From an optimization exercise on the open Yosys and OpenROAD flow, aimed at a short achievable clock period and few clock cycles; shortcuts taken in it are not production practice.
RTL that was checked went through simulation tests only; none was proved equivalent to the original.
The RTL of run 1 was laid out without a check of its function.
The clock cells of runs 1 and 2 come from the design's own scripts or RTL, not from TritonCTS.
The clock port is modelled as an ideal driver, which makes a skipped or thinned clock tree look cheaper than it is; a real chip needs a root buffer or a tree.
Power figures rest on the tool's default switching activity, not on a simulated workload.

<file path="flow/flow/cts_tree.tcl">
# Clock tree built here instead of TritonCTS: the clock port drives one
# buffer per quadrant, each of which drives one buffer per grid cell of
# flip-flops in its quadrant (two buffer levels).  The grid is chosen for
# about 20 flip-flops per leaf buffer.
proc build_clock_tree {midbuf leafbuf} {
  set db [ord::get_db]
  set block [ord::get_db_block]
  set clk [$block findNet clk]
  set core [$block getCoreArea]
  set x0 [$core xMin]; set y0 [$core yMin]; set x1 [$core xMax]; set y1 [$core yMax]
  set sinks [$clk getITerms]
  set g [expr {int(ceil(sqrt([llength $sinks] / 16.0)))}]
  if {$g < 2} {set g 2}
  set w [expr {double($x1 - $x0) / $g}]
  set h [expr {double($y1 - $y0) / $g}]
  array set cell {}
  foreach it $sinks {
    set loc [[$it getInst] getLocation]
    set cx [expr {int(([lindex $loc 0] - $x0) / $w)}]
    set cy [expr {int(([lindex $loc 1] - $y0) / $h)}]
    if {$cx >= $g} {set cx [expr {$g - 1}]}; if {$cx < 0} {set cx 0}
    if {$cy >= $g} {set cy [expr {$g - 1}]}; if {$cy < 0} {set cy 0}
    lappend cell($cx,$cy) $it
  }
  # split crowded cells (sorted along x) so no leaf drives more than maxn
  set maxn 22
  array set group {}
  foreach key [lsort [array names cell]] {
    set its $cell($key)
    set n [llength $its]
    if {$n <= $maxn} { set group($key,0) $its; continue }
    set keyed {}
    foreach it $its { lappend keyed [list [lindex [[$it getInst] getLocation] 0] $it] }
    set sorted {}
    foreach e [lsort -integer -index 0 $keyed] { lappend sorted [lindex $e 1] }
    set parts [expr {int(ceil(double($n) / $maxn))}]
    set per [expr {int(ceil(double($n) / $parts))}]
    for {set p 0} {$p < $parts} {incr p} {
      set group($key,$p) [lrange $sorted [expr {$p * $per}] [expr {($p + 1) * $per - 1}]]
    }
  }
  set mm [$db findMaster $midbuf]
  array set qleaves {}
  set k 0
  foreach gkey [lsort [array names group]] {
    set its $group($gkey)
    if {[llength $its] == 0} continue
    set key [join [lrange [split $gkey ,] 0 1] ,]
    set lm [$db findMaster [expr {[llength $its] > 12 ? $leafbuf : "sky130_fd_sc_hd__clkbuf_8"}]]
    set sx 0; set sy 0
    foreach it $its {
      set l [[$it getInst] getLocation]
      set sx [expr {$sx + [lindex $l 0]}]; set sy [expr {$sy + [lindex $l 1]}]
    }
    set n [llength $its]
    set lx [expr {int($sx / $n)}]; set ly [expr {int($sy / $n)}]
    set leaf [odb::dbInst_create $block $lm "clkleaf_$k"]
    $leaf setLocation $lx $ly
    $leaf setPlacementStatus PLACED
    set lnet [odb::dbNet_create $block "clkleafnet_$k"]
    $lnet setSigType CLOCK
    [$leaf findITerm X] connect $lnet
    foreach it $its { $it disconnect; $it connect $lnet }
    lassign [split $key ,] cx cy
    set q "[expr {$cx * 2 / $g}],[expr {$cy * 2 / $g}]"
    lappend qleaves($q) [list $leaf $lx $ly]
    incr k
  }
  set m 0
  foreach q [lsort [array names qleaves]] {
    set sx 0; set sy 0; set tot 0
    foreach e $qleaves($q) {
      lassign $e leaf lx ly
      set sx [expr {$sx + $lx}]; set sy [expr {$sy + $ly}]; incr tot
    }
    set mid [odb::dbInst_create $block $mm "clkmid_$m"]
    $mid setLocation [expr {int($sx / $tot)}] [expr {int($sy / $tot)}]
    $mid setPlacementStatus PLACED
    set mnet [odb::dbNet_create $block "clkmidnet_$m"]
    $mnet setSigType CLOCK
    [$mid findITerm X] connect $mnet
    [$mid findITerm A] connect $clk
    foreach e $qleaves($q) { [[lindex $e 0] findITerm A] connect $mnet }
    incr m
  }
  puts "clock tree: $g x $g grid, $k leaf buffers, $m quadrant buffers"
}

# cts.tcl calls clock_tree_synthesis right after this hook
rename clock_tree_synthesis tritoncts_clock_tree_synthesis
proc clock_tree_synthesis {args} {
  build_clock_tree sky130_fd_sc_hd__clkbuf_16 sky130_fd_sc_hd__clkbuf_16
  set_propagated_clock [all_clocks]
}
</file>
<file path="flow/standard.sh">
#!/bin/bash
# synth_recipe.tcl (not shown) runs the flow's synth.tcl, then flattens the netlist and writes it again
# the make line also repeats each setting of config.mk as NAME=value (left out here)
make -C /OpenROAD-flow-scripts/flow DESIGN_CONFIG=/design/flow/config.mk WORK_HOME=/design/flow/orfs CLKGATE_MAP_FILE= SYNTH_SCRIPT=/design/flow/synth_recipe.tcl "${@:-finish}"
</file>
<file path="flow/constraint.sdc">
create_clock -name core_clock -period 8.0 [get_ports {clk}]
set_input_delay 1.6000 -clock core_clock [delete_from_list [all_inputs] [get_ports {clk}]]
set_output_delay 1.6000 -clock core_clock [all_outputs]
set_load 0.01 [all_outputs]
</file>
<file path="flow/flow/run.sh">
#!/bin/bash
# Standard layout with two changes: the timing repair aims at a larger setup
# margin, and the clock tree is built by flow/cts_tree.tcl (hooked in before
# ORFS's clock_tree_synthesis call) instead of TritonCTS.
HERE=$(pwd)
bash standard.sh SETUP_SLACK_MARGIN=5.45 PRE_CTS_TCL=$HERE/flow/cts_tree.tcl > standard_flow.log 2>&1
</file>
<file path="flow/design.v">
module TinyMIPS(
    input  wire        clk,
    input  wire        rst,
    input  wire [15:0] data_fromRAM,
    output wire        wrEn,
    output wire [7:0]  addr_toRAM,
    output wire [15:0] data_toRAM
);
    function [15:0] add16;               
        input [15:0] a, b;
        reg   [15:0] g, p;
        integer i, k;
        begin
            g = a & b;
            p = a ^ b;
            for (k = 1; k < 16; k = k * 2)
                for (i = 15; i >= k; i = i - 1) begin
                    g[i] = g[i] | (p[i] & g[i-k]);
                    p[i] = p[i] & p[i-k];
                end
            add16 = (a ^ b) ^ {g[14:0], 1'b0};
        end
    endfunction
    function lt16;                       
        input [15:0] a, b;
        reg   [15:0] g, p;
        integer i, k;
        begin
            g = ~a & b;
            p = ~(a ^ b);
            for (k = 1; k < 16; k = k * 2)
                for (i = 15; i >= k; i = i - 1) begin
                    g[i] = g[i] | (p[i] & g[i-k]);
                    p[i] = p[i] & p[i-k];
                end
            lt16 = g[15];
        end
    endfunction
    function [17:0] pdoh;
        input [15:0] w;
        reg   [3:0]  op;
        reg          ab, br;
        reg   [2:0]  xs, ys;
        begin
            op = w[15:12];
            ab = (op == 4'd8) | (op == 4'd9);
            br = ab | (op == 4'd10);
            xs = ab ? w[11:9] : w[8:6];
            ys = (op == 4'd5) ? w[11:9] : ab ? w[8:6] : (op == 4'd10) ? w[11:9] : w[5:3];
            pdoh = {8'd1 << xs, 8'd1 << ys, (op != 4'd7) & (op <= 4'd10),
                    (op == 4'd0) | (op == 4'd2) | (op == 4'd3) | (op == 4'd5) | br};
        end
    endfunction
    reg  [7:0]  pA;         
    reg  [7:0]  pAi;        
    reg         pWEi;
    reg         pWE;
    reg  [15:0] pDO;
    reg         pF;         
    reg  [7:0]  pNX;        
    reg         pBP;        
    assign addr_toRAM = pA;
    assign wrEn       = pWE;
    assign data_toRAM = pDO;
    reg         rV, rBP;
    reg  [7:0]  rPC, rNX;
    reg         LAbb;
    reg         rF;         
    reg         cap2;       
    reg         EB0v, EB1v;
    reg  [7:0]  EBA;
    reg  [15:0] EBw0, EBw1;
    reg  [7:0]  LApc;
    reg  [5:0]  LAimm;
    reg  [7:0]  LAtgtB1;    
    reg  [7:0]  fpc;        
    reg         halted;
    reg         bv;         
    reg  [7:0]  bpc, btg;
    localparam QW = 52;
    reg  [QW-1:0] Q [0:3];
    reg  [3:0]  qh, qt, qn;
    wire        q_ne  = qn[0];
    wire        q_ge2 = qn[1];
    wire        q_ge3 = qn[2];
    wire        q_full = qn[3];
    reg  [15:0] RF [0:7];
    reg         ev;
    reg         e_wr;       
    reg         e_long;     
    reg  [7:0]  e_av, e_lv;          
    reg         e_srl, e_ld, e_st, e_br, e_beq, e_halt;
    reg  [15:0] eX, eY;
    reg         fxa, fya;   
    reg         fxc, fyc;   
    reg         fxm, fym;   
    reg         fxu, fyu;   
    reg  [5:0]  e_imm;
    reg  [7:0]  e_pc, e_tgt, e_pc1, e_tgt1, e_pc2;
    reg         e_ptk, e_rb;     
    reg  [7:0]  e_pn;            
    reg         e_bk;            
    reg         bV, b_tk, b_ptk, b_sane, b_bk;
    reg  [7:0]  b_alt;           
    reg  [7:0]  b_pc, b_tgt, b_pc1, b_tgt1, b_pc2;
    reg  [15:0] Rres;       
    reg  [15:0] LR;         
    reg  [7:0]  s1_av, s1_lv;        
    reg         s1_ld;
    reg  [7:0]  s2_lv;               
    reg         s2_ld;
    reg  [7:0]  s3_lv;               
    reg  [7:0]  rselv, dselv, lselv, bxv;
    reg  [15:0] MR0, MR1, MR2, MR3, MR4, MR5;    
    reg  [15:0] SR;                              
    reg  [15:0] M0, M1;                          
    wire [15:0] Xa = fxa ? Rres : eX;
    wire [15:0] Ya = fya ? Rres : eY;
    wire [15:0] Xc = fxc ? Rres : eX;
    wire [15:0] Yc = fyc ? Rres : eY;
    wire [15:0] Xm = fxm ? Rres : eX;
    wire [15:0] Ym = fym ? Rres : eY;
    wire [15:0] Xu = fxu ? Rres : eX;
    wire [15:0] Yu = fyu ? Rres : eY;
    wire [15:0] sum;
    add16m u_sum (.a(Xa), .b(Ya), .s(sum));
    wire        c_eq, c_lt;
    cmp16m u_cmp (.a(Xc), .b(Yc), .eq(c_eq), .lt(c_lt));
    wire        taken = e_beq ? c_eq : c_lt;
    wire        misB  = bV & (~b_sane | (b_tk != b_ptk));
    wire [7:0]  redir  = b_tk ? b_tgt  : b_pc1;
    wire [7:0]  redir1 = b_tk ? b_tgt1 : b_pc2;
    wire        e_ok     = ev & ~misB;
    wire        e_halt_v = e_ok & e_halt;
    wire        e_mem    = e_ok & (e_ld | e_st);
    wire        sq       = misB | e_halt_v;
    wire [7:0]  maddr    = Xm[7:0] + {2'b00, e_imm};
    wire [15:0] r0, r1, r2, r3, r4, r5, shres, m0n, m1n;
    mul_e  u_mul_e  (.x(Xu), .y(Yu), .srl(e_srl), .r0(r0), .r1(r1), .r2(r2), .r3(r3),
                     .r4(r4), .r5(r5), .sh(shres));
    mul_e2 u_mul_e2 (.r0(MR0), .r1(MR1), .r2(MR2), .r3(MR3), .r4(MR4), .r5(MR5), .sh(SR),
                     .s(m0n), .c(m1n));
    wire [15:0] mres;
    add16m u_mres (.a(M0), .b(M1), .s(mres));
    wire [15:0] lres = s2_ld ? data_fromRAM : mres;
    wire [15:0] ri = data_fromRAM;
    wire [3:0]  rop = ri[15:12];
    wire        r_br  = (rop == 4'd8) | (rop == 4'd9) | (rop == 4'd10);
    wire        r_ok  = rV & ~LAbb;                      
    wire        r_bb  = r_ok & r_br & ri[5] & ~rBP;      
    wire        r_ab  = (rop == 4'd8) | (rop == 4'd9);   
    wire [2:0]  r_xs  = r_ab ? ri[11:9] : ri[8:6];
    wire [2:0]  r_ys  = (rop == 4'd5) ? ri[11:9] : r_ab ? ri[8:6] :
                        (rop == 4'd10) ? ri[11:9] : ri[5:3];
    wire        r_nx  = (rop != 4'd7) & (rop <= 4'd10);
    wire        r_ny  = (rop == 4'd0) | (rop == 4'd2) | (rop == 4'd3) | (rop == 4'd5) | r_br;
    wire [QW-1:0] q0 = ({QW{qh[0]}} & Q[0]) | ({QW{qh[1]}} & Q[1]) |
                       ({QW{qh[2]}} & Q[2]) | ({QW{qh[3]}} & Q[3]);
    wire [15:0] di   = q0[51:36];
    wire [7:0]  d_pc = q0[35:28];
    wire [7:0]  d_pn = q0[27:20];
    wire        d_rb = q0[1];
    wire        d_bp = q0[0];
    wire [3:0]  dop = di[15:12];
    wire [2:0]  da = di[11:9];
    wire        d_add  = (dop == 4'd0);
    wire        d_addi = (dop == 4'd1);
    wire        d_mul  = (dop == 4'd2);
    wire        d_srl  = (dop == 4'd3);
    wire        d_ld   = (dop == 4'd4);
    wire        d_st   = (dop == 4'd5);
    wire        d_cp   = (dop == 4'd6);
    wire        d_cpi  = (dop == 4'd7);
    wire        d_br   = (dop == 4'd8) | (dop == 4'd9) | (dop == 4'd10);
    wire        d_halt = (dop >= 4'd11);
    wire [7:0]  xs = q0[19:12];      
    wire [7:0]  ys = q0[11:4];
    wire        needx = q0[3];
    wire        needy = q0[2];
    wire        d_wr  = d_add | d_addi | d_cp | d_cpi;
    wire        d_long = d_ld | d_mul | d_srl;
    wire [7:0]  e_wv = e_av | e_lv;
    wire [7:0]  W0 = ev ? e_wv : 8'd0;
    wire [7:0]  busy = ev ? (e_lv | (~e_wv & bxv)) : bxv;
    wire        xstall = needx & |(busy & xs);
    wire        ystall = needy & |(busy & ys);
    wire        issue = q_ne & ~xstall & ~ystall & ~halted;
    wire        x0 = |(xs & W0);
    wire [7:0]  n_w1 = e_ok ? e_wv : 8'd0;                   
    wire [7:0]  n_l1 = e_ok ? e_lv : 8'd0;                   
    wire [7:0]  n_l2 = s1_lv & ~(e_ok ? e_av : 8'd0);        
    wire        y0 = |(ys & W0);
    reg  [15:0] rfx, rfy;
    integer r;
    always @* begin
        rfx = 16'd0; rfy = 16'd0;
        for (r = 0; r < 8; r = r + 1) begin
            rfx = rfx | (RF[r] & {16{xs[r]}});
            rfy = rfy | (RF[r] & {16{ys[r]}});
        end
    end
    wire        xr = |(xs & rselv);
    wire        yr = |(ys & rselv);
    wire        xd = |(xs & dselv);
    wire        yd = |(ys & dselv);
    wire        xl = |(xs & lselv);
    wire        yl = |(ys & lselv);
    wire [15:0] rx1 = xr ? Rres : xl ? LR : rfx;
    wire [15:0] ry1 = yr ? Rres : yl ? LR : rfy;
    wire [15:0] rx = xd ? data_fromRAM : rx1;
    wire [15:0] ry = yd ? data_fromRAM : ry1;
    wire [7:0]  d_tgt = d_pc + {{2{di[5]}}, di[5:0]};
    wire [7:0]  d_pc1 = d_pc + 8'd1;
    wire        bhit  = bv & (bpc == fpc);
    wire [7:0]  fpred = bhit ? btg : fpc + 8'd1;
    wire        room  = ~(q_full | (q_ge3 & (rV | pF)) | (q_ge2 & rV & pF));
    wire [7:0]  LAtgt, la_tgt1;
    add8m u_lat (.a(LApc), .b({{2{LAimm[5]}}, LAimm}), .s(LAtgt));
    assign la_tgt1 = LAtgt + 8'd1;
    wire [7:0]  EBA1 = EBA + 8'd1;
    wire [7:0]  EBA2 = EBA + 8'd2;
    wire [7:0]  EBA3 = EBA + 8'd3;
    wire        ebhit = b_sane & EB0v & (b_alt == EBA);
    wire        ebf2 = ebhit & EB1v;
    wire        ebf1 = ebhit & ~EB1v;
    wire [7:0]  eb_s  = ebf2 ? EBA2 : ebf1 ? EBA1 : redir;
    wire [7:0]  eb_s1 = ebf2 ? EBA3 : ebf1 ? EBA2 : redir1;
    reg  [7:0]  nA, nNX, nfpc;
    reg         nF, nBP;
    always @* begin
        nA = pAi; nNX = pNX; nfpc = fpc; nF = 1'b0; nBP = 1'b0;
        if (misB) begin
            nA = eb_s; nF = 1'b1; nNX = eb_s1; nfpc = eb_s1;
        end else if (e_mem) begin
            nA = maddr;
            if (LAbb) nfpc = LAtgt;
        end else if (e_halt_v | halted) begin
            nF = 1'b0;
        end else if (LAbb) begin
            if (room) begin
                nA = LAtgt; nF = 1'b1; nNX = la_tgt1; nfpc = la_tgt1;
            end else
                nfpc = LAtgt;
        end else if (room) begin
            nA = fpc; nF = 1'b1; nNX = fpred; nfpc = fpred; nBP = bhit;
        end
    end
    wire [1:0]  am  = misB ? {ebf2, ebf1} : e_halt_v ? 2'd0 : {1'b0, r_ok};
    wire [3:0]  nqh = sq ? qt : issue ? {qh[2:0], qh[3]} : qh;
    wire [3:0]  nqt = am[1] ? {qt[1:0], qt[3:2]} : am[0] ? {qt[2:0], qt[3]} : qt;
    wire [3:0]  qn1 = sq ? 4'd0 : issue ? {1'b0, qn[3:1]} : qn;
    wire [3:0]  nqn = am[1] ? {qn1[1:0], 2'b11} : am[0] ? {qn1[2:0], 1'b1} : qn1;
    wire [3:0]  qt1 = {qt[2:0], qt[3]};
    wire [7:0]  r_fa = 8'd1 << ri[11:9];
    wire [7:0]  r_fb = 8'd1 << ri[8:6];
    wire [7:0]  r_fc = 8'd1 << ri[5:3];
    wire        r_yA = (rop == 4'd5) | (rop == 4'd10);
    wire [7:0]  r_xoh = r_ab ? r_fa : r_fb;
    wire [7:0]  r_yoh = r_yA ? r_fa : r_ab ? r_fb : r_fc;
    wire [QW-1:0] a_r  = {ri, rPC, rNX, r_xoh, r_yoh, r_nx, r_ny, r_bb, rBP};
    wire [QW-1:0] a_e0 = {EBw0, EBA, EBA1, pdoh(EBw0), 2'b00};
    wire [QW-1:0] a_e1 = {EBw1, EBA1, EBA2, pdoh(EBw1), 2'b00};
    wire [QW-1:0] A0 = misB ? a_e0 : a_r;
    always @(posedge clk) begin
        if (rst) begin
            pA  <= 8'd0;
            pWE <= 1'b0;
        end else begin
            pA  <= nA;
            pWE <= e_mem & e_st;
        end
        pDO <= Ym;
    end
    always @(posedge clk or posedge rst) begin
        if (rst) begin
            pAi  <= 8'd0;
            pWEi <= 1'b0;
        end else begin
            pAi  <= nA;
            pWEi <= e_mem & e_st;
        end
    end
    integer i;
    always @(posedge clk) begin
        if (rst) begin
            pF <= 1'b1; pNX <= 8'd1; pBP <= 1'b0;
            rV <= 1'b0; LAbb <= 1'b0; rF <= 1'b0; cap2 <= 1'b0;
            EB0v <= 1'b0; EB1v <= 1'b0;
            fpc <= 8'd1; halted <= 1'b0; bv <= 1'b0;
            qh <= 4'd1; qt <= 4'd1; qn <= 4'd0;
            ev <= 1'b0; bV <= 1'b0;
            s1_av <= 8'd0; s1_lv <= 8'd0; s2_lv <= 8'd0; s3_lv <= 8'd0;
            rselv <= 8'd0; dselv <= 8'd0; lselv <= 8'd0; bxv <= 8'd0;
        end else begin
            pNX <= nNX; fpc <= nfpc; pF <= nF; pBP <= nBP;
            qh <= nqh; qt <= nqt; qn <= nqn;
            rV <= pF & ~sq & ~LAbb;
            LAbb <= r_bb & ~sq;
            rF   <= pF;
            cap2 <= LAbb;
            if (LAbb) begin
                EB0v <= rF & (rPC == LAtgtB1);
                EB1v <= 1'b0;
            end else if (cap2)
                EB1v <= EB0v & rF & (rPC == EBA1);
            if (pWEi & ((pAi == EBA) | (pAi == EBA1))) begin
                EB0v <= 1'b0; EB1v <= 1'b0;
            end
            ev <= issue & ~sq;
            bV <= e_ok & ~e_halt;
            if (e_halt_v) halted <= 1'b1;
            if (bV & b_tk & b_bk) bv <= 1'b1;
            s1_av <= e_ok ? e_av : 8'd0;
            s1_lv <= e_ok ? e_lv : 8'd0;
            s2_lv <= s1_lv & ~(e_ok ? e_av : 8'd0);
            s3_lv <= s2_lv;
            rselv <= n_w1;
            dselv <= ~n_w1 & (s1_ld ? n_l2 : 8'd0);
            lselv <= ~n_w1 & ~n_l2 & s2_lv;
            bxv   <= n_l1 | (~n_w1 & (s1_ld ? 8'd0 : n_l2));
        end
    end
    always @(posedge clk) begin
        rPC <= pAi;
        if (LAbb) begin EBA <= rPC; EBw0 <= data_fromRAM; end
        if (cap2) EBw1 <= data_fromRAM;
        LApc  <= rPC;
        LAimm <= ri[5:0];
        LAtgtB1 <= rPC + 8'd1;
        rNX <= pNX;
        rBP <= pBP;
        if (bV & b_tk & b_bk) begin
            bpc <= b_pc; btg <= b_tgt;
        end
        for (i = 0; i < 4; i = i + 1) begin
            if ((misB | ~q_full) & qt[i])
                Q[i] <= A0;
            else if (misB & qt1[i])
                Q[i] <= a_e1;
        end
        e_wr   <= d_wr;
        e_long <= d_long;
        e_av   <= d_wr   ? (8'd1 << da) : 8'd0;
        e_lv   <= d_long ? (8'd1 << da) : 8'd0;
        e_srl  <= d_srl;
        e_ld   <= d_ld;
        e_st   <= d_st;
        e_br   <= d_br;
        e_beq  <= (dop == 4'd8);
        e_halt <= d_halt;
        eX     <= d_cpi ? {7'd0, di[8:0]} : rx;
        eY     <= d_addi ? {{10{di[5]}}, di[5:0]} : (d_cp | d_cpi) ? 16'd0 : ry;
        fxa    <= needx & x0 & d_wr;
        fya    <= needy & y0 & d_wr;
        fxc    <= needx & x0 & d_br;
        fyc    <= needy & y0 & d_br;
        fxm    <= needx & x0 & (d_ld | d_st);
        fym    <= needy & y0 & d_st;
        fxu    <= needx & x0 & (d_mul | d_srl);
        fyu    <= needy & y0 & (d_mul | d_srl);
        e_imm  <= di[5:0];
        e_bk   <= di[5];
        e_pc   <= d_pc;
        e_tgt  <= d_tgt;
        e_pc1  <= d_pc1;
        e_tgt1 <= d_pc1 + {{2{di[5]}}, di[5:0]};
        e_pc2  <= d_pc + 8'd2;
        e_ptk  <= d_br & (d_rb | d_bp);
        e_rb   <= d_rb;
        e_pn   <= d_pn;
        b_tk   <= e_br & taken;
        b_ptk  <= e_ptk;
        b_alt  <= e_ptk ? e_pc1 : e_tgt;
        b_sane <= e_rb | (e_ptk ? (e_pn == e_tgt) : (e_pn == e_pc1));
        b_bk   <= e_br & e_bk;
        b_pc   <= e_pc;
        b_tgt  <= e_tgt;
        b_pc1  <= e_pc1;
        b_tgt1 <= e_tgt1;
        b_pc2  <= e_pc2;
        Rres <= sum;
        s1_ld <= e_ld;
        s2_ld <= s1_ld;
        MR0 <= r0; MR1 <= r1; MR2 <= r2; MR3 <= r3; MR4 <= r4; MR5 <= r5;
        SR  <= shres;
        M0  <= m0n; M1 <= m1n;
        LR <= lres;
        for (r = 0; r < 8; r = r + 1) begin
            if (s3_lv[r]) RF[r] <= LR;
            if (s1_av[r]) RF[r] <= Rres;
        end
    end
endmodule
module add16m(input wire [15:0] a, input wire [15:0] b, output wire [15:0] s);
    reg [15:0] g, p;
    integer i, k;
    always @* begin
        g = a & b;
        p = a ^ b;
        for (k = 1; k < 16; k = k * 2)
            for (i = 15; i >= k; i = i - 1) begin
                g[i] = g[i] | (p[i] & g[i-k]);
                p[i] = p[i] & p[i-k];
            end
    end
    assign s = (a ^ b) ^ {g[14:0], 1'b0};
endmodule
module cmp16m(input wire [15:0] a, input wire [15:0] b, output wire eq, output wire lt);
    reg [15:0] g, p;
    integer i, k;
    always @* begin
        g = ~a & b;
        p = ~(a ^ b);
        for (k = 1; k < 16; k = k * 2)
            for (i = 15; i >= k; i = i - 1) begin
                g[i] = g[i] | (p[i] & g[i-k]);
                p[i] = p[i] & p[i-k];
            end
    end
    assign lt = g[15];
    assign eq = (a == b);
endmodule
module mul_e(input wire [15:0] x, input wire [15:0] y, input wire srl,
             output wire [15:0] r0, output wire [15:0] r1, output wire [15:0] r2,
             output wire [15:0] r3, output wire [15:0] r4, output wire [15:0] r5,
             output wire [15:0] sh);
    wire [16:0] yb = {y, 1'b0};
    wire [15:0] pp [0:7];
    wire [15:0] pk;
    genvar g;
    generate
        for (g = 0; g < 8; g = g + 1) begin : booth
            wire one = ~srl & (yb[2*g+1] ^ yb[2*g]);
            wire two = ~srl & ((yb[2*g+2] & ~yb[2*g+1] & ~yb[2*g]) | (~yb[2*g+2] & yb[2*g+1] & yb[2*g]));
            wire neg = ~srl & yb[2*g+2];
            wire [15:0] m  = two ? {x[14:0], 1'b0} : one ? x : 16'd0;
            wire [15:0] mm = neg ? ~m : m;
            assign pp[g] = mm << (2*g);
            assign pk[2*g]   = neg;
            assign pk[2*g+1] = 1'b0;
        end
    endgenerate
    assign r0 = pp[0] ^ pp[1] ^ pp[2];
    assign r1 = ((pp[0] & pp[1]) | (pp[0] & pp[2]) | (pp[1] & pp[2])) << 1;
    assign r2 = pp[3] ^ pp[4] ^ pp[5];
    assign r3 = ((pp[3] & pp[4]) | (pp[3] & pp[5]) | (pp[4] & pp[5])) << 1;
    assign r4 = pp[6] ^ pp[7] ^ pk;
    assign r5 = ((pp[6] & pp[7]) | (pp[6] & pk) | (pp[7] & pk)) << 1;
    wire        zero = (|y[15:6]) | y[4];
    wire [15:0] shr = x >> y[3:0];
    wire [15:0] shl = x << y[3:0];
    assign sh = (srl & ~zero) ? (y[5] ? shl : shr) : 16'd0;
endmodule
module mul_e2(input wire [15:0] r0, input wire [15:0] r1, input wire [15:0] r2,
              input wire [15:0] r3, input wire [15:0] r4, input wire [15:0] r5,
              input wire [15:0] sh, output wire [15:0] s, output wire [15:0] c);
    wire [15:0] a0 = r0 ^ r1 ^ r2;
    wire [15:0] b0 = ((r0 & r1) | (r0 & r2) | (r1 & r2)) << 1;
    wire [15:0] a1 = r3 ^ r4 ^ r5;
    wire [15:0] b1 = ((r3 & r4) | (r3 & r5) | (r4 & r5)) << 1;
    wire [15:0] a2 = a0 ^ b0 ^ a1;
    wire [15:0] b2 = ((a0 & b0) | (a0 & a1) | (b0 & a1)) << 1;
    assign s = (a2 ^ b2 ^ b1) | sh;
    assign c = ((a2 & b2) | (a2 & b1) | (b2 & b1)) << 1;
endmodule
module add8m(input wire [7:0] a, input wire [7:0] b, output wire [7:0] s);
    reg [7:0] g, p;
    integer i, k;
    always @* begin
        g = a & b;
        p = a ^ b;
        for (k = 1; k < 8; k = k * 2)
            for (i = 7; i >= k; i = i - 1) begin
                g[i] = g[i] | (p[i] & g[i-k]);
                p[i] = p[i] & p[i-k];
            end
    end
    assign s = (a ^ b) ^ {g[6:0], 1'b0};
endmodule
</file>
<file path="flow/config.mk">
export PLATFORM = sky130hd
export DESIGN_NAME = TinyMIPS
export DESIGN_NICKNAME = TinyMIPS
export VERILOG_FILES = /design/flow/design.v
export SDC_FILE = /design/flow/constraint.sdc
export NUM_CORES = 8
export LEC_CHECK = 0
export CAP_MARGIN = 20
export CORE_MARGIN = 2
export CORE_UTILIZATION = 50
export PLACE_DENSITY = 0.65
export SETUP_SLACK_MARGIN = 5
export SLEW_MARGIN = 20
export SYNTH_HIERARCHICAL = 1
</file>
==> results of run 1 <==
[layout by cell type, fill, tap and decap left out, drive strengths merged, types with 73 or more instances in the layout]
cell type / Yosys / routed
clkbuf: 245 / 83
fa: 80 / 80
xor2: 73 / 73
buf: 199 / 429
mux2i: 135 / 135
a22oi: 271 / 271
nor2: 396 / 396
nand2: 400 / 402
ha: 88 / 88
o21ai: 333 / 334
a21oi: 301 / 302
edfxtp: 392 / 392
mux2: 286 / 299
xnor2: 124 / 124
dfxtp: 514 / 514
inv: 86 / 81
[power breakdown]
part | internal [µW] | total, µW | switching, µW
combinational | 5850 | 13100 | 7290
sequential | 6220 | 7310 | 1090
clock | 1230 | 2760 | 1530
total | 13300 | 23200 | 9910
[modules after synthesis (local to each module, per instance)]
module    copies in the design  cells  flops+latches
add16m                       2     91              0
add8m                        1     42              0
TinyMIPS                     1   3504            915
mul_e2                       1     94              0
cmp16m                       1     57              0
mul_e                        1    834              0
[metrics by stage]
step | instance area (µm²) | total power [µW] | std cells
6_report | 57100 | 23200 | 6127
3_5_place_dp | 48800 | 17400 | 5683
3_3_place_gp | 48800 | 17200 | 5682
4_1_cts | 54300 | 21400 | 5956
5_1_grt | 57100 | 24200 | 6123
2_1_floorplan | 48600 | 14200 | 4751
[routing by layer]
metal	track usage	vias up	part of all wire
li1	-	17300	-
met5	0	-	0.00059
met1	0.448	19500	0.39
met4	0.139	10	0.060
met3	0.0654	658	0.13
met2	0.483	2832	0.43
[logic make-up (layout without fill, tap and decap cells)]
logic type | count (synthesis) | in the layout | share of synthesized area
other | 2 | 44 | 0.000156
flip-flops | 915 | 915 | 0.464
adder cells (fa/ha/maj) | 185 | 185 | 0.0598
multiplexers | 439 | 452 | 0.104
AO/OA/AOI/OAI | 1264 | 1266 | 0.172
buffers and inverters | 536 | 625 | 0.0517
AND/OR/NAND/NOR | 1173 | 1176 | 0.111
XOR/XNOR | 199 | 199 | 0.0369
[timing repair]
item	in CTS	in global routing
cloned	41	20
setup buffers	163	146
pin swaps	120	192
gates resized for setup	667	320
setup endpoints to repair	721	358
hold endpoints to repair	0	0
[final timing paths]
check / startpoint / end / slack, ns / depth (start not counted)
min reg2reg: e_tgt1[5]$_DFF_P_ / b_tgt1[5]$_DFF_P_ / 0.33 / 0
max in group asynchronous: rst / pAi[3]$_DFF_PP0_ / 6.22 / 4
min in group asynchronous: rst / pWEi$_DFF_PP0_ / 1.61 / 4
min: e_tgt1[5]$_DFF_P_ / b_tgt1[5]$_DFF_P_ / 0.33 / 0
max reg2reg: LAimm[0]$_DFF_P_ / fpc[7]$_SDFFE_PP0P_ / 5.23 / 12
max: data_fromRAM[3] / Q[1][7]$_DFFE_PP_ / 5.20 / 7
[area by class of cell]
| class | instances | area, µm² | share of cell area |
|---|---|---|---|
| antenna | 4 | 10.0 | 0.000175 |
| buffer | 69 | 1430 | 0.0251 |
| inverter | 92 | 387 | 0.00677 |
| multi-input combinational | 3318 | 26000 | 0.454 |
| sequential | 915 | 22400 | 0.392 |
| tap | 1265 | 1580 | 0.0277 |
| timing repair buffer | 463 | 5360 | 0.0938 |
| timing repair inverter | 1 | 7.51 | 0.000131 |
==> flow_summary_export.csv, run 1 <==
group,metric,value,unit
run_status,run_status,"timing/DRC/antenna clean",
setup_path,worst_path_arrival,3.13,ns
route,dr.pass1.iters,12,
global_routing,antenna_found_initial,7,
global_routing,first_pass_grt_wire_length,239000,µm
global_routing,gr-total-overflow,0,
cts,holdBufCountCts,0,
die,dieWidth,314,µm
timing,finalCritPeriodShare,0.350,
cts,clk_pin_slew,0.08,ns
timing,hold_ws,0.328,ns
timing,finalSetupViolCount,0,
die,floorplan.core_area,95000,µm²
timing,timing.clock.skew,0.0492,ns
yosys,area_of_the_mapped_netlist,48000,µm²
power,leakage,0.0216,µW
yosys,synth-edff-count,392,
setup_path,critical_path.slowest_cell,"or3b_4",
yosys,ys_types,98,
yosys,synth_top_area_share,0.245,
timing,fmaxAchievable,0.357,GHz
layout,final_core_util,0.601,
timing,fin_crit,2.80,ns
route,postRouteWirelength,171000,µm
layout,final_net_count,5046,
layout,share_of_post_route_cells_with_drive_strength_above_1,0.273,
yosys,syn-instance-count,4713,
timing,totalNegativeSetupSlack,0,ns
setup_path,cp_slowest_stage_delay,0.43,ns
place,globalplace.congestion,0.915,
die,die_area,98500,µm²
die,starting_density_of_the_core,0.505,
setup_path,end_kind,"flop",
global_routing,maximum_number_of_pins_on_one_net_before_global_route_repair,72,
timing,final-hold-violation-count,0,
route,detailedRoute.firstIterationViolations,5748,
run,maxCapViolations,0,
layout,reg.largest.list,"Q (208), RF (128)",
yosys,ys.flop_type,"dfxtp_1",
timing,rsz_0062_raised_after_global_routing,"true",
place,place_ws,3.63,ns
route,num_vias,40300,
setup_path,critical_path.startpoint_type,"primary input",
setup_path,cp_top_family,"compound AO/OA/AOI/OAI gates",
setup_path,critical-path-top-cell-by-count,"o21ai_1",
layout,largest_register,"Q",
place,io_buffer_count,42,
setup_path,cp.required,8.33,ns
yosys,syn_area_per_cell,10.2,µm²
timing,timing.final.max_slew_violations,0,
timing,final_critical_path_setup_slack,5.20,ns
layout,largest_register_ffs,208,
die,boundaryPins,43,
yosys,sequential_fraction_of_the_synthesis_area,0.464,
global_routing,grt_usage,0.321,
route,routed_via_density,6.58,
yosys,netlist_top_cells_area,"edfxtp_1 (25%), dfxtp_1 (21%), mux2_2 (6.7%)",
power,peakVddDrop,318,µV
yosys,yosys_warnings,13,
worst_hold_path,hp-class,"flop to flop",
cts,clock_latency,0.48,ns
setup_path,critPathMaxFanout,15,
timing,worst_pin_slew,1.06,ns
yosys,yosys-top-cells-count,"dfxtp_1 (514), nand2_1 (398), nor2_1 (396)",
die,core.rowCount,113,
route,drcViolationCount,0,
global_routing,grt_pass1_vias,36700,
layout,syn_to_final_growth,19.0,%
yosys,ys_seq_elements,915,
timing,slew_headroom,0.295,
layout,nFillCells,7560,
yosys,yosys.area.top_type,"edfxtp_1",
yosys,synth_async_sr_flop_share,0.00984,
yosys,synth.most_common_cell,"dfxtp_1",
route,ant_nets,0,
setup_path,setup.worst_path.class,"primary input to flop",
power,powerDensity,406,nW/µm²
setup_path,critical_path.cell_chain,"buf_2, or3b_4, o211ai_1, o21ai_1, o22ai_2, nand2_1, o21ai_1",
place,estimated_wirelength_of_the_detail_placed_design,98600,µm
die,die_h,314,µm
setup_path,path_buf_inv,1,
route,wire_per_inst,28.0,µm
==> run 2, diff against run 1 <==
--- a/flow/design.v
+++ b/flow/design.v
@@ -36,24 +36,8 @@
             lt16 = g[15];
         end
     endfunction
-    function [17:0] pdoh;
-        input [15:0] w;
-        reg   [3:0]  op;
-        reg          ab, br;
-        reg   [2:0]  xs, ys;
-        begin
-            op = w[15:12];
-            ab = (op == 4'd8) | (op == 4'd9);
-            br = ab | (op == 4'd10);
-            xs = ab ? w[11:9] : w[8:6];
-            ys = (op == 4'd5) ? w[11:9] : ab ? w[8:6] : (op == 4'd10) ? w[11:9] : w[5:3];
-            pdoh = {8'd1 << xs, 8'd1 << ys, (op != 4'd7) & (op <= 4'd10),
-                    (op == 4'd0) | (op == 4'd2) | (op == 4'd3) | (op == 4'd5) | br};
-        end
-    endfunction
     reg  [7:0]  pA;         
     reg  [7:0]  pAi;        
-    reg         pWEi;
     reg         pWE;
     reg  [15:0] pDO;
     reg         pF;         
@@ -65,14 +49,7 @@
     reg         rV, rBP;
     reg  [7:0]  rPC, rNX;
     reg         LAbb;
-    reg         rF;         
-    reg         cap2;       
-    reg         EB0v, EB1v;
-    reg  [7:0]  EBA;
-    reg  [15:0] EBw0, EBw1;
-    reg  [7:0]  LApc;
-    reg  [5:0]  LAimm;
-    reg  [7:0]  LAtgtB1;    
+    reg  [7:0]  LAtgt;
     reg  [7:0]  fpc;        
     reg         halted;
     reg         bv;         
@@ -101,7 +78,6 @@
     reg  [7:0]  e_pn;            
     reg         e_bk;            
     reg         bV, b_tk, b_ptk, b_sane, b_bk;
-    reg  [7:0]  b_alt;           
     reg  [7:0]  b_pc, b_tgt, b_pc1, b_tgt1, b_pc2;
     reg  [15:0] Rres;       
     reg  [15:0] LR;         
@@ -110,7 +86,6 @@
     reg  [7:0]  s2_lv;               
     reg         s2_ld;
     reg  [7:0]  s3_lv;               
-    reg  [7:0]  rselv, dselv, lselv, bxv;
     reg  [15:0] MR0, MR1, MR2, MR3, MR4, MR5;    
     reg  [15:0] SR;                              
     reg  [15:0] M0, M1;                          
@@ -148,6 +123,7 @@
     wire        r_br  = (rop == 4'd8) | (rop == 4'd9) | (rop == 4'd10);
     wire        r_ok  = rV & ~LAbb;                      
     wire        r_bb  = r_ok & r_br & ri[5] & ~rBP;      
+    wire [7:0]  r_tgt = rPC + {{2{ri[5]}}, ri[5:0]};
     wire        r_ab  = (rop == 4'd8) | (rop == 4'd9);   
     wire [2:0]  r_xs  = r_ab ? ri[11:9] : ri[8:6];
     wire [2:0]  r_ys  = (rop == 4'd5) ? ri[11:9] : r_ab ? ri[8:6] :
@@ -179,16 +155,16 @@
     wire        needy = q0[2];
     wire        d_wr  = d_add | d_addi | d_cp | d_cpi;
     wire        d_long = d_ld | d_mul | d_srl;
-    wire [7:0]  e_wv = e_av | e_lv;
-    wire [7:0]  W0 = ev ? e_wv : 8'd0;
-    wire [7:0]  busy = ev ? (e_lv | (~e_wv & bxv)) : bxv;
+    wire [7:0]  W0 = ev ? (e_av | e_lv) : 8'd0;
+    wire [7:0]  L0 = ev ? e_lv : 8'd0;
+    wire [7:0]  W1 = s1_av | s1_lv;
+    wire [7:0]  L2ld = s2_ld ? s2_lv : 8'd0;
+    wire [7:0]  L2n  = s2_ld ? 8'd0 : s2_lv;
+    wire [7:0]  busy = L0 | (~W0 & s1_lv) | (~W0 & ~W1 & L2n);
     wire        xstall = needx & |(busy & xs);
     wire        ystall = needy & |(busy & ys);
     wire        issue = q_ne & ~xstall & ~ystall & ~halted;
     wire        x0 = |(xs & W0);
-    wire [7:0]  n_w1 = e_ok ? e_wv : 8'd0;                   
-    wire [7:0]  n_l1 = e_ok ? e_lv : 8'd0;                   
-    wire [7:0]  n_l2 = s1_lv & ~(e_ok ? e_av : 8'd0);        
     wire        y0 = |(ys & W0);
     reg  [15:0] rfx, rfy;
     integer r;
@@ -199,12 +175,12 @@
             rfy = rfy | (RF[r] & {16{ys[r]}});
         end
     end
-    wire        xr = |(xs & rselv);
-    wire        yr = |(ys & rselv);
-    wire        xd = |(xs & dselv);
-    wire        yd = |(ys & dselv);
-    wire        xl = |(xs & lselv);
-    wire        yl = |(ys & lselv);
+    wire        xr = |(xs & W1);
+    wire        yr = |(ys & W1);
+    wire        xd = |(xs & ~W1 & L2ld);
+    wire        yd = |(ys & ~W1 & L2ld);
+    wire        xl = |(xs & ~W1 & ~s2_lv & s3_lv);
+    wire        yl = |(ys & ~W1 & ~s2_lv & s3_lv);
     wire [15:0] rx1 = xr ? Rres : xl ? LR : rfx;
     wire [15:0] ry1 = yr ? Rres : yl ? LR : rfy;
     wire [15:0] rx = xd ? data_fromRAM : rx1;
@@ -214,23 +190,13 @@
     wire        bhit  = bv & (bpc == fpc);
     wire [7:0]  fpred = bhit ? btg : fpc + 8'd1;
     wire        room  = ~(q_full | (q_ge3 & (rV | pF)) | (q_ge2 & rV & pF));
-    wire [7:0]  LAtgt, la_tgt1;
-    add8m u_lat (.a(LApc), .b({{2{LAimm[5]}}, LAimm}), .s(LAtgt));
-    assign la_tgt1 = LAtgt + 8'd1;
-    wire [7:0]  EBA1 = EBA + 8'd1;
-    wire [7:0]  EBA2 = EBA + 8'd2;
-    wire [7:0]  EBA3 = EBA + 8'd3;
-    wire        ebhit = b_sane & EB0v & (b_alt == EBA);
-    wire        ebf2 = ebhit & EB1v;
-    wire        ebf1 = ebhit & ~EB1v;
-    wire [7:0]  eb_s  = ebf2 ? EBA2 : ebf1 ? EBA1 : redir;
-    wire [7:0]  eb_s1 = ebf2 ? EBA3 : ebf1 ? EBA2 : redir1;
+    wire [7:0]  la_tgt1 = LAtgt + 8'd1;
     reg  [7:0]  nA, nNX, nfpc;
     reg         nF, nBP;
     always @* begin
         nA = pAi; nNX = pNX; nfpc = fpc; nF = 1'b0; nBP = 1'b0;
         if (misB) begin
-            nA = eb_s; nF = 1'b1; nNX = eb_s1; nfpc = eb_s1;
+            nA = redir; nF = 1'b1; nNX = redir1; nfpc = redir1;
         end else if (e_mem) begin
             nA = maddr;
             if (LAbb) nfpc = LAtgt;
@@ -245,22 +211,11 @@
             nA = fpc; nF = 1'b1; nNX = fpred; nfpc = fpred; nBP = bhit;
         end
     end
-    wire [1:0]  am  = misB ? {ebf2, ebf1} : e_halt_v ? 2'd0 : {1'b0, r_ok};
+    wire        app = r_ok & ~sq;
     wire [3:0]  nqh = sq ? qt : issue ? {qh[2:0], qh[3]} : qh;
-    wire [3:0]  nqt = am[1] ? {qt[1:0], qt[3:2]} : am[0] ? {qt[2:0], qt[3]} : qt;
+    wire [3:0]  nqt = app ? {qt[2:0], qt[3]} : qt;
     wire [3:0]  qn1 = sq ? 4'd0 : issue ? {1'b0, qn[3:1]} : qn;
-    wire [3:0]  nqn = am[1] ? {qn1[1:0], 2'b11} : am[0] ? {qn1[2:0], 1'b1} : qn1;
-    wire [3:0]  qt1 = {qt[2:0], qt[3]};
-    wire [7:0]  r_fa = 8'd1 << ri[11:9];
-    wire [7:0]  r_fb = 8'd1 << ri[8:6];
-    wire [7:0]  r_fc = 8'd1 << ri[5:3];
-    wire        r_yA = (rop == 4'd5) | (rop == 4'd10);
-    wire [7:0]  r_xoh = r_ab ? r_fa : r_fb;
-    wire [7:0]  r_yoh = r_yA ? r_fa : r_ab ? r_fb : r_fc;
-    wire [QW-1:0] a_r  = {ri, rPC, rNX, r_xoh, r_yoh, r_nx, r_ny, r_bb, rBP};
-    wire [QW-1:0] a_e0 = {EBw0, EBA, EBA1, pdoh(EBw0), 2'b00};
-    wire [QW-1:0] a_e1 = {EBw1, EBA1, EBA2, pdoh(EBw1), 2'b00};
-    wire [QW-1:0] A0 = misB ? a_e0 : a_r;
+    wire [3:0]  nqn = app ? {qn1[2:0], 1'b1} : qn1;
     always @(posedge clk) begin
         if (rst) begin
             pA  <= 8'd0;
@@ -272,40 +227,23 @@
         pDO <= Ym;
     end
     always @(posedge clk or posedge rst) begin
-        if (rst) begin
-            pAi  <= 8'd0;
-            pWEi <= 1'b0;
-        end else begin
-            pAi  <= nA;
-            pWEi <= e_mem & e_st;
-        end
+        if (rst) pAi <= 8'd0;
+        else     pAi <= nA;
     end
     integer i;
     always @(posedge clk) begin
         if (rst) begin
             pF <= 1'b1; pNX <= 8'd1; pBP <= 1'b0;
-            rV <= 1'b0; LAbb <= 1'b0; rF <= 1'b0; cap2 <= 1'b0;
-            EB0v <= 1'b0; EB1v <= 1'b0;
+            rV <= 1'b0; LAbb <= 1'b0;
             fpc <= 8'd1; halted <= 1'b0; bv <= 1'b0;
             qh <= 4'd1; qt <= 4'd1; qn <= 4'd0;
             ev <= 1'b0; bV <= 1'b0;
             s1_av <= 8'd0; s1_lv <= 8'd0; s2_lv <= 8'd0; s3_lv <= 8'd0;
-            rselv <= 8'd0; dselv <= 8'd0; lselv <= 8'd0; bxv <= 8'd0;
         end else begin
             pNX <= nNX; fpc <= nfpc; pF <= nF; pBP <= nBP;
             qh <= nqh; qt <= nqt; qn <= nqn;
             rV <= pF & ~sq & ~LAbb;
             LAbb <= r_bb & ~sq;
-            rF   <= pF;
-            cap2 <= LAbb;
-            if (LAbb) begin
-                EB0v <= rF & (rPC == LAtgtB1);
-                EB1v <= 1'b0;
-            end else if (cap2)
-                EB1v <= EB0v & rF & (rPC == EBA1);
-            if (pWEi & ((pAi == EBA) | (pAi == EBA1))) begin
-                EB0v <= 1'b0; EB1v <= 1'b0;
-            end
             ev <= issue & ~sq;
             bV <= e_ok & ~e_halt;
             if (e_halt_v) halted <= 1'b1;
@@ -314,29 +252,18 @@
             s1_lv <= e_ok ? e_lv : 8'd0;
             s2_lv <= s1_lv & ~(e_ok ? e_av : 8'd0);
             s3_lv <= s2_lv;
-            rselv <= n_w1;
-            dselv <= ~n_w1 & (s1_ld ? n_l2 : 8'd0);
-            lselv <= ~n_w1 & ~n_l2 & s2_lv;
-            bxv   <= n_l1 | (~n_w1 & (s1_ld ? 8'd0 : n_l2));
         end
     end
     always @(posedge clk) begin
         rPC <= pAi;
-        if (LAbb) begin EBA <= rPC; EBw0 <= data_fromRAM; end
-        if (cap2) EBw1 <= data_fromRAM;
-        LApc  <= rPC;
-        LAimm <= ri[5:0];
-        LAtgtB1 <= rPC + 8'd1;
+        LAtgt <= r_tgt;
         rNX <= pNX;
         rBP <= pBP;
         if (bV & b_tk & b_bk) begin
             bpc <= b_pc; btg <= b_tgt;
         end
         for (i = 0; i < 4; i = i + 1) begin
-            if ((misB | ~q_full) & qt[i])
-                Q[i] <= A0;
-            else if (misB & qt1[i])
-                Q[i] <= a_e1;
+            if (qt[i] & ~q_full) Q[i] <= {ri, rPC, rNX, 8'd1 << r_xs, 8'd1 << r_ys, r_nx, r_ny, r_bb, rBP};
         end
         e_wr   <= d_wr;
         e_long <= d_long;
@@ -370,7 +297,6 @@
         e_pn   <= d_pn;
         b_tk   <= e_br & taken;
         b_ptk  <= e_ptk;
-        b_alt  <= e_ptk ? e_pc1 : e_tgt;
         b_sane <= e_rb | (e_ptk ? (e_pn == e_tgt) : (e_pn == e_pc1));
         b_bk   <= e_br & e_bk;
         b_pc   <= e_pc;
@@ -463,17 +389,3 @@
     assign s = (a2 ^ b2 ^ b1) | sh;
     assign c = ((a2 & b2) | (a2 & b1) | (b2 & b1)) << 1;
 endmodule
-module add8m(input wire [7:0] a, input wire [7:0] b, output wire [7:0] s);
-    reg [7:0] g, p;
-    integer i, k;
-    always @* begin
-        g = a & b;
-        p = a ^ b;
-        for (k = 1; k < 8; k = k * 2)
-            for (i = 7; i >= k; i = i - 1) begin
-                g[i] = g[i] | (p[i] & g[i-k]);
-                p[i] = p[i] & p[i-k];
-            end
-    end
-    assign s = (a ^ b) ^ {g[6:0], 1'b0};
-endmodule
==> flow/flow/run.sh (replaced) <==
#!/bin/bash
# Standard layout with two changes: the timing repair aims at a larger setup
# margin, and the clock tree is built by flow/cts_tree.tcl (hooked in before
# ORFS's clock_tree_synthesis call) instead of TritonCTS.
HERE=$(pwd)
bash standard.sh SETUP_SLACK_MARGIN=5.35 PRE_CTS_TCL=$HERE/flow/cts_tree.tcl > standard_flow.log 2>&1
--- a/flow/flow/cts_tree.tcl
+++ b/flow/flow/cts_tree.tcl
@@ -9,7 +9,7 @@
   set core [$block getCoreArea]
   set x0 [$core xMin]; set y0 [$core yMin]; set x1 [$core xMax]; set y1 [$core yMax]
   set sinks [$clk getITerms]
-  set g [expr {int(ceil(sqrt([llength $sinks] / 16.0)))}]
+  set g [expr {int(ceil(sqrt([llength $sinks] / 20.0)))}]
   if {$g < 2} {set g 2}
   set w [expr {double($x1 - $x0) / $g}]
   set h [expr {double($y1 - $y0) / $g}]
@@ -22,31 +22,12 @@
     if {$cy >= $g} {set cy [expr {$g - 1}]}; if {$cy < 0} {set cy 0}
     lappend cell($cx,$cy) $it
   }
-  # split crowded cells (sorted along x) so no leaf drives more than maxn
-  set maxn 22
-  array set group {}
+  set mm [$db findMaster $midbuf]
+  set lm [$db findMaster $leafbuf]
+  array set qleaves {}
+  set k 0
   foreach key [lsort [array names cell]] {
     set its $cell($key)
-    set n [llength $its]
-    if {$n <= $maxn} { set group($key,0) $its; continue }
-    set keyed {}
-    foreach it $its { lappend keyed [list [lindex [[$it getInst] getLocation] 0] $it] }
-    set sorted {}
-    foreach e [lsort -integer -index 0 $keyed] { lappend sorted [lindex $e 1] }
-    set parts [expr {int(ceil(double($n) / $maxn))}]
-    set per [expr {int(ceil(double($n) / $parts))}]
-    for {set p 0} {$p < $parts} {incr p} {
-      set group($key,$p) [lrange $sorted [expr {$p * $per}] [expr {($p + 1) * $per - 1}]]
-    }
-  }
-  set mm [$db findMaster $midbuf]
-  array set qleaves {}
-  set k 0
-  foreach gkey [lsort [array names group]] {
-    set its $group($gkey)
-    if {[llength $its] == 0} continue
-    set key [join [lrange [split $gkey ,] 0 1] ,]
-    set lm [$db findMaster [expr {[llength $its] > 12 ? $leafbuf : "sky130_fd_sc_hd__clkbuf_8"}]]
     set sx 0; set sy 0
     foreach it $its {
       set l [[$it getInst] getLocation]
==> run 2 against run 1 <==
Against the previous run:
- critical path depth increased by 1
- maximum frequency decreased by 0.17%
- highest routed layer unchanged
- synthesized area is 16% lower
- die area shrank 16%
- first-iteration DRC count decreased by 39%
- total power is 11% lower
- largest power group unchanged
- design area is 20% lower
- sequential share of layout area grew 4.3 points
- sequential power decreased by 7.5%
==> flow_summary_export.csv, run 2 <==
group,metric,value,unit
power,powerDensity,450,nW/µm²
place,io_buffer_count,42,
setup_path,critPathMaxFanout,7,
route,drcViolationCount,0,
setup_path,path_buf_inv,3,
yosys,netlist_top_cells_area,"edfxtp_1 (26%), dfxtp_1 (23%), mux2_2 (7.7%)",
yosys,area_of_the_mapped_netlist,40400,µm²
run_status,run_status,"timing/DRC/antenna clean",
yosys,ys.flop_type,"dfxtp_1",
timing,fmaxAchievable,0.356,GHz
timing,finalSetupViolCount,0,
yosys,syn_area_per_cell,11.0,µm²
worst_hold_path,min_to,"b_tgt1[1]$_DFF_P_",
layout,final_net_count,3852,
worst_hold_path,hold_path.startpoint,"e_tgt1[1]$_DFF_P_",
yosys,ys_types,95,
timing,timing.final.max_slew_violations,0,
route,detailedRoute.firstIterationViolations,3489,
yosys,synth_top_area_share,0.261,
cts,holdBufCountCts,0,
setup_path,reg2reg_from,"Rres[5]$_DFF_P_",
timing,timing.clock.skew,0.129,ns
setup_path,rr_endpoint,"MR0[14]$_DFF_P_",
cts,clock_latency,0.49,ns
layout,seqCellArea,20000,µm²
setup_path,cp_num_cells,8,
route,postRouteWirelength,127000,µm
layout,multi_input_comb_area,20100,µm²
timing,slew_headroom,0.290,
route,num_vias,30100,
route,routed_via_density,6.37,
route,wire_per_inst,26.9,µm
setup_path,critical_path.cell_chain,"buf_6, buf_8, nand2b_4, nor2_4, buf_12, mux2i_4, nand2b_4, nor2_4",
place,estimated_wirelength_of_the_detail_placed_design,75600,µm
route,dr.pass1.iters,8,
timing,final-hold-violation-count,0,
setup_path,end_kind,"flop",
die,die_h,288,µm
setup_path,worst_path_arrival,2.95,ns
layout,share_of_post_route_cells_with_drive_strength_above_1,0.233,
yosys,ys_seq_elements,816,
power,total_power,20700,µW
die,core.rowCount,104,
die,starting_density_of_the_core,0.504,
yosys,yosys_warnings,12,
layout,largest_register_ffs,208,
setup_path,reg2regPathDepth,8,
layout,layout.cells.most_common,"dfxtp_1",
yosys,syn-instance-count,3661,
setup_path,critical_path.slowest_cell,"mux2i_4",
run,maxCapViolations,0,
cts,clk_pin_slew,0.12,ns
power,leakage,0.0170,µW
global_routing,maximum_number_of_pins_on_one_net_before_global_route_repair,78,
setup_path,cp.required,8.15,ns
yosys,synth-adder-area-share,0.0690,
layout,reg.largest.list,"Q (208), RF (128)",
setup_path,critical_path.startpoint_type,"primary input",
yosys,synthSimpleGateAreaFrac,0.0945,
route,ant_nets,0,
worst_hold_path,min_path_cells,0,
setup_path,ff2ff_setup_slack,5.23,ns
global_routing,grt_pass1_vias,27900,
yosys,yosys.area_share.xor_xnor,0.0306,
setup_path,setup.worst_path.class,"primary input to flop",
timing,worst_pin_slew,1.06,ns
worst_hold_path,hp-class,"flop to flop",
die,die_area,83200,µm²
yosys,synth_top_family_by_area,"compound AO/OA/AOI/OAI gates",
place,place_ws,3.79,ns
setup_path,cp_slowest_stage_delay,0.38,ns
yosys,synth_async_sr_flop_share,0.00980,
layout,most_frequent_cells_in_the_layout,"dfxtp_1 (422), edfxtp_1 (352), mux2_2 (265)",
layout,largest_register,"Q",
die,boundaryPins,43,
setup_path,cp_top_family,"simple AND/OR/NAND/NOR gates",
timing,totalNegativeSetupSlack,0,ns
yosys,synth.most_common_cell,"dfxtp_1",
global_routing,first_pass_grt_wire_length,181000,µm
global_routing,gr-total-overflow,0,
yosys,yosys.area.top_type,"edfxtp_1",
timing,fin_crit,2.81,ns
yosys,synthMuxAreaShare,0.114,
yosys,synth_compound_gate_area_share,0.152,
yosys,sequential_fraction_of_the_synthesis_area,0.492,
timing,rsz_0062_raised_after_global_routing,"true",
global_routing,antenna_found_initial,4,
layout,nFillCells,6579,
layout,syn_to_final_growth,13.5,%
yosys,yosys-top-cells-count,"dfxtp_1 (456), edfxtp_1 (352), mux2_2 (278)",
die,floorplan.core_area,80300,µm²
timing,finalCritPeriodShare,0.351,
place,globalplace.congestion,0.892,
timing,final_critical_path_setup_slack,5.19,ns
yosys,synth-edff-count,352,
die,dieWidth,288,µm
global_routing,grt_usage,0.287,
power,peakVddDrop,334,µV
[run 2: changes by cell type in the layout (fill, tap and decap cells not counted), sizes merged, moves of 30 or more]
cell | before | now
buf | 429 | 194
nor2 | 396 | 201
a21oi | 302 | 150
o21ai | 334 | 203
nand2 | 402 | 274
dfxtp | 514 | 456
edfxtp | 392 | 352
o211ai | 52 | 13
xnor2 | 124 | 93
xor2 | 73 | 43
[run 2: cell families (layout without fill, tap and decap cells)]
family                   Yosys count  count (layout)
AO/OA/AOI/OAI                    906             906
XOR/XNOR                         138             138
adder cells (fa/ha/maj)          178             178
buffers and inverters            417             377
flip-flops                       816             816
multiplexers                     403             412
other                              2              42
AND/OR/NAND/NOR                  801             802
[run 2: stage by stage]
step	instances	hold WS (ns)	util	cell area, µm²
finish	4731	0.303	0.572	45900
global route	4730	0.314	0.572	45900
CTS	4664	0.306	0.553	44400
detailed placement	4523	0.312	0.516	41400
global placement	4523	0.310	0.516	41400
floorplan	3699	0.310	-	40900
[run 2: worst max-delay path by stage]
stage	start	end
finish	data_fromRAM[14]	Q[0][15]$_DFFE_PP_
global route	Rres[5]$_DFF_P_	MR0[14]$_DFF_P_
CTS	data_fromRAM[15]	Q[0][11]$_DFFE_PP_
detailed placement	data_fromRAM[12]	Q[0][4]$_DFFE_PP_
global placement	data_fromRAM[12]	Q[0][4]$_DFFE_PP_
floorplan	qt[0]$_SDFFE_PP1P_	Q[0][0]$_DFFE_PP_
[run 2: report_power, final]
group | switching, µW | internal, µW
Sequential | 1050 | 5720
Clock | 1310 | 1140
Combinational | 6500 | 4950
[run 2: Yosys stat by module, one instance, submodules excluded]
module	flops+latches	times used	cell area [µm²]
add16m	0	2	694
mul_e	0	1	5480
cmp16m	0	1	392
TinyMIPS	816	1	31800
mul_e2	0	1	1410
[run 2: final cells by class]
class / instances / area share
plain buffers: 52 / 0.0284
repair inverters: 1 / 0.000164
diodes: 2 / 0.000109
flip-flops and latches: 816 / 0.436
inverters: 83 / 0.00725
repair buffers: 241 / 0.0616
multi-input cells: 2476 / 0.438
well taps: 1060 / 0.0289
[run 2: timing repair]
action                     CTS  global route
buffers inserted            72            47
gates resized for setup    322           181
pin swaps                   28            53
setup endpoints to repair  323           176
cloned                      17            18
[run 2: metal layers]
layer | GRT usage | vias up | routed length [µm]
met5 | 0 | - | 11
met4 | 0.0916 | 2 | 5570
met3 | 0.0394 | 325 | 12500
met2 | 0.449 | 1643 | 56600
met1 | 0.413 | 14800 | 52400
li1 | - | 13300 | -
Testbench counts of run 2, summed over its fixed seeds: cycles 124,008.
==> run 3, diff against run 2 <==
==> flow/flow/run.sh (replaced) <==
#!/bin/bash
# Standard layout, with the timing repair aiming at a larger setup margin.
bash standard.sh SETUP_SLACK_MARGIN=5.25 > standard_flow.log 2>&1
removed: flow/flow/cts_tree.tcl
==> run 3 against run 2 <==
Against the previous run:
- first-iteration DRC count decreased by 2.3%
- design area about the same
- total power rose by 4.5%
- via count down 2.3%
- clock power is 75% higher
- worst setup slack better by 0.062 ns
- clock skew decreased by 0.075 ns
- die area unchanged
- synthesized area is the same
- synthesized cell count unchanged
- largest cell class is now registers
- largest power group unchanged
==> flow_summary_export.csv, run 3 <==
group,metric,value,unit
place,io_buffer_count,42,
layout,post_layout_nonfiller_instances,4752,
die,dieWidth,288,µm
route,detailedRoute.firstIterationViolations,3409,
yosys,synthSimpleGateAreaFrac,0.0945,
setup_path,path_buf_inv,1,
cts,clk_pin_slew,0.06,ns
yosys,syn_area_per_cell,11.0,µm²
route,num_vias,29400,
run,maxCapViolations,0,
yosys,ys_types,95,
layout,largest_register,"Q",
timing,timing.final.max_slew_violations,0,
place,estimated_wirelength_of_the_detail_placed_design,75600,µm
timing,final_critical_path_setup_slack,5.26,ns
setup_path,critical_path_sink,"wrEn",
cts,clk_path_buf_depth,3,
setup_path,rr_endpoint,"eX[8]$_DFF_P_",
yosys,yosys_warnings,12,
setup_path,worst_path_arrival,1.14,ns
yosys,yosys-top-cells-count,"dfxtp_1 (456), edfxtp_1 (352), mux2_2 (278)",
layout,syn_to_final_growth,13.4,%
cts,clock-sinks,816,
yosys,area_of_the_mapped_netlist,40400,µm²
cts,cts_made_buffers,85,
layout,final_net_count,3798,
yosys,synth_top_family_by_area,"compound AO/OA/AOI/OAI gates",
global_routing,first_pass_grt_wire_length,176000,µm
power,peakVddDrop,318,µV
timing,finalCritPeriodShare,0.343,
yosys,ys.flop_type,"dfxtp_1",
yosys,sequential_fraction_of_the_synthesis_area,0.492,
timing,fmaxAchievable,0.364,GHz
global_routing,grt_pass1_vias,27700,
place,place_ws,3.72,ns
run_status,run_status,"timing/DRC/antenna clean",
yosys,synth_compound_gate_area_share,0.152,
layout,layout.cells.most_common,"dfxtp_1",
setup_path,critical_path.slowest_cell,"dfxtp_4",
setup_path,reg2reg_from,"qh[2]$_SDFFE_PP0P_",
yosys,synth_top_area_share,0.261,
yosys,synth-edff-count,352,
route,wire_per_inst,25.4,µm
route,drcViolationCount,0,
worst_hold_path,hp-class,"flop to flop",
setup_path,cp.required,6.40,ns
timing,finalSetupViolCount,0,
yosys,synth_async_sr_flop_share,0.00980,
setup_path,cp_num_cells,1,
route,ant_nets,0,
yosys,synth-adder-area-share,0.0690,
yosys,yosys.area_share.xor_xnor,0.0306,
global_routing,maximum_number_of_pins_on_one_net_before_global_route_repair,82,
layout,largest_register_ffs,208,
die,die_area,83200,µm²
die,floorplan.core_area,80300,µm²
power,total_power,21600,µW
global_routing,gr-total-overflow,0,
cts,tritoncts,"done",
timing,hold_ws,0.325,ns
cts,holdBufCountCts,0,
die,boundaryPins,43,
setup_path,crit_start,"pWE$_SDFF_PP0_",
yosys,synthMuxAreaShare,0.114,
layout,share_of_post_route_cells_with_drive_strength_above_1,0.216,
setup_path,critical_path.cell_chain,"buf_6",
yosys,netlist_top_cells_area,"edfxtp_1 (26%), dfxtp_1 (23%), mux2_2 (7.7%)",
global_routing,antenna_found_initial,8,
setup_path,critical_path.startpoint_type,"flop",
timing,fin_crit,2.74,ns
yosys,synth.most_common_cell,"dfxtp_1",
die,core.rowCount,104,
route,routed_via_density,6.19,
yosys,ys_seq_elements,816,
place,place_inst,4519,
timing,worst_pin_slew,1.18,ns
layout,reg.largest.list,"Q (208), RF (128)",
power,leakage,0.0172,µW
timing,final-hold-violation-count,0,
setup_path,setup.worst_path.class,"flop to output port",
setup_path,critPathMaxFanout,1,
die,starting_density_of_the_core,0.504,
yosys,syn-instance-count,3661,
setup_path,end_kind,"output port",
timing,timing.clock.skew,0.0538,ns
route,postRouteWirelength,121000,µm
cts,clock_latency,0.67,ns
die,die_h,288,µm
timing,slew_headroom,0.210,
route,dr.pass1.iters,7,
timing,rsz_0062_raised_after_global_routing,"true",
timing,totalNegativeSetupSlack,0,ns
global_routing,grt_usage,0.279,
yosys,yosys.area.top_type,"edfxtp_1",
setup_path,reg2regPathDepth,11,
setup_path,cp_top_family,"flip-flops",
setup_path,ff2ff_setup_slack,5.29,ns
cts,h-tree-depth,3,
setup_path,cp_slowest_stage_delay,0.37,ns
power,powerDensity,471,nW/µm²
layout,most_frequent_cells_in_the_layout,"dfxtp_1 (422), edfxtp_1 (352), nand2_1 (267), mux2_2 (267), a22oi_1 (248)",
place,globalplace.congestion,0.916,
cts,clockRootBuffer,"clkbuf_16",
[run 3: cell counts after synthesis]
No cell type changed its count.
[run 3: area by class of cell]
type,instances,area [µm²]
tap,1060,1330
clock inverter,39,583
sequential,816,20000
clock buffer,121,2510
antenna,2,5.00
multi-input combinational,2470,19500
timing repair inverter,1,7.51
timing repair buffer,160,1610
inverter,83,327
fill,6676,34400
[run 3: metal layers]
layer,routed length (µm),part of all wire,up-vias,track usage
li1,-,-,13300,-
met1,51400,0.43,14400,0.393
met2,54600,0.45,1471,0.433
met3,10600,0.088,272,0.0487
met4,4170,0.035,4,0.103
met5,20,0.00017,-,0
[run 3: metrics by stage]
stage / instance area, µm² / utilization
after floorplan: 40800 / -
after global placement: 41300 / 0.515
after detailed placement: 41300 / 0.515
after CTS: 45200 / 0.562
after global routing: 45900 / 0.571
final: 45900 / 0.571
[run 3: worst register-to-register path: stages (launching register included)]
cell      delay (ns)
dfxtp_4         0.40
clkbuf_4        0.21
a22oi_1         0.19
nand2_1         0.09
buf_6           0.20
a22oi_1         0.28
nand4_1         0.19
buf_12          0.23
a41o_1          0.24
a21oi_1         0.26
a211oi_2        0.11
o22ai_1         0.20
[run 3: report_power, final]
part	internal, µW	switching (µW)	leakage [µW]
combinational	4440	6110	0.00847
clock	2520	1760	0.00151
sequential	5720	1040	0.00720
total	12700	8910	0.0172
[run 3: how the worst min path moves through the flow]
stage | from | to | slack, ns | cells past startpoint
3_3_place_gp | e_tgt1[4]$_DFF_P_ | b_tgt1[4]$_DFF_P_ | 0.31 | 0
5_1_grt | e_pc1[0]$_DFF_P_ | b_pc1[0]$_DFF_P_ | 0.33 | 0
3_5_place_dp | e_pc2[1]$_DFF_P_ | b_pc2[1]$_DFF_P_ | 0.31 | 0
6_report | e_pc2[5]$_DFF_P_ | b_pc2[5]$_DFF_P_ | 0.33 | 0
2_1_floorplan | e_pc2[0]$_DFF_P_ | b_pc2[0]$_DFF_P_ | 0.31 | 0
4_1_cts | pBP$_SDFF_PP0_ | rBP$_DFF_P_ | 0.33 | 0
[run 3: cell families after synthesis]
family                     after synthesis
AOI/OAI and AO/OA                      906
DFF                                    816
and+or+nand+nor                        801
buffers and inverters                  417
muxes                                  403
adders and majority gates              178
xor gates and xnor gates               138
other                                    2
[run 3: per-module statistics from Yosys (local to each module, per instance)]
module / copies in the design / flip-flops and latches / cell area [µm²]
TinyMIPS: 1 / 816 / 31800
mul_e: 1 / 0 / 5480
mul_e2: 1 / 0 / 1410
add16m: 2 / 0 / 694
cmp16m: 1 / 0 / 392
[run 3: what timing repair did]
| item | 4_1_cts | 5_1_grt |
|---|---|---|
| pin swaps | 9 | 9 |
| cloned | 5 | 7 |
| setup endpoints to repair | 300 | 157 |
| setup buffers | 30 | 29 |
| resized for setup | 252 | 109 |

-- port drivers added, routing unchanged --
The flow's constraints put no driver on any port. The routed layouts listed below were extracted and timed again, unchanged, in two steps. Step 1: set_driving_cell puts a clkbuf_16 on clk and a buf_2 on each other input, an assumption about the parent block. Step 2, shift: input delay + t, output delay - t, t = (earliest + latest rising clock arrival at the registers) / 2. This alone moves slack from input paths to output paths. Slacks: ideal ports / drivers / drivers and shift; pairs: ideal ports / drivers.
run	shift t [ns]	setup slack, ns	worst hold slack (ns)	worst setup path after step 2	cell pins on the clock port's net
run 1	0.620	5.199 / 5.230 / 4.631	0.328 / 0.328 / 0.328	input to register	4
run 2	0.585	5.194 / 5.213 / 4.704	0.303 / 0.303 / 0.303	input to register	4
run 3	0.704	5.256 / 5.192 / 4.527	0.325 / 0.325 / 0.325	input to register	1
After both steps setup and hold are still met in every run listed. For run 3, which loses most, drivers alone change the setup slack by -0.064 ns; drivers and shift together by -0.729 ns.
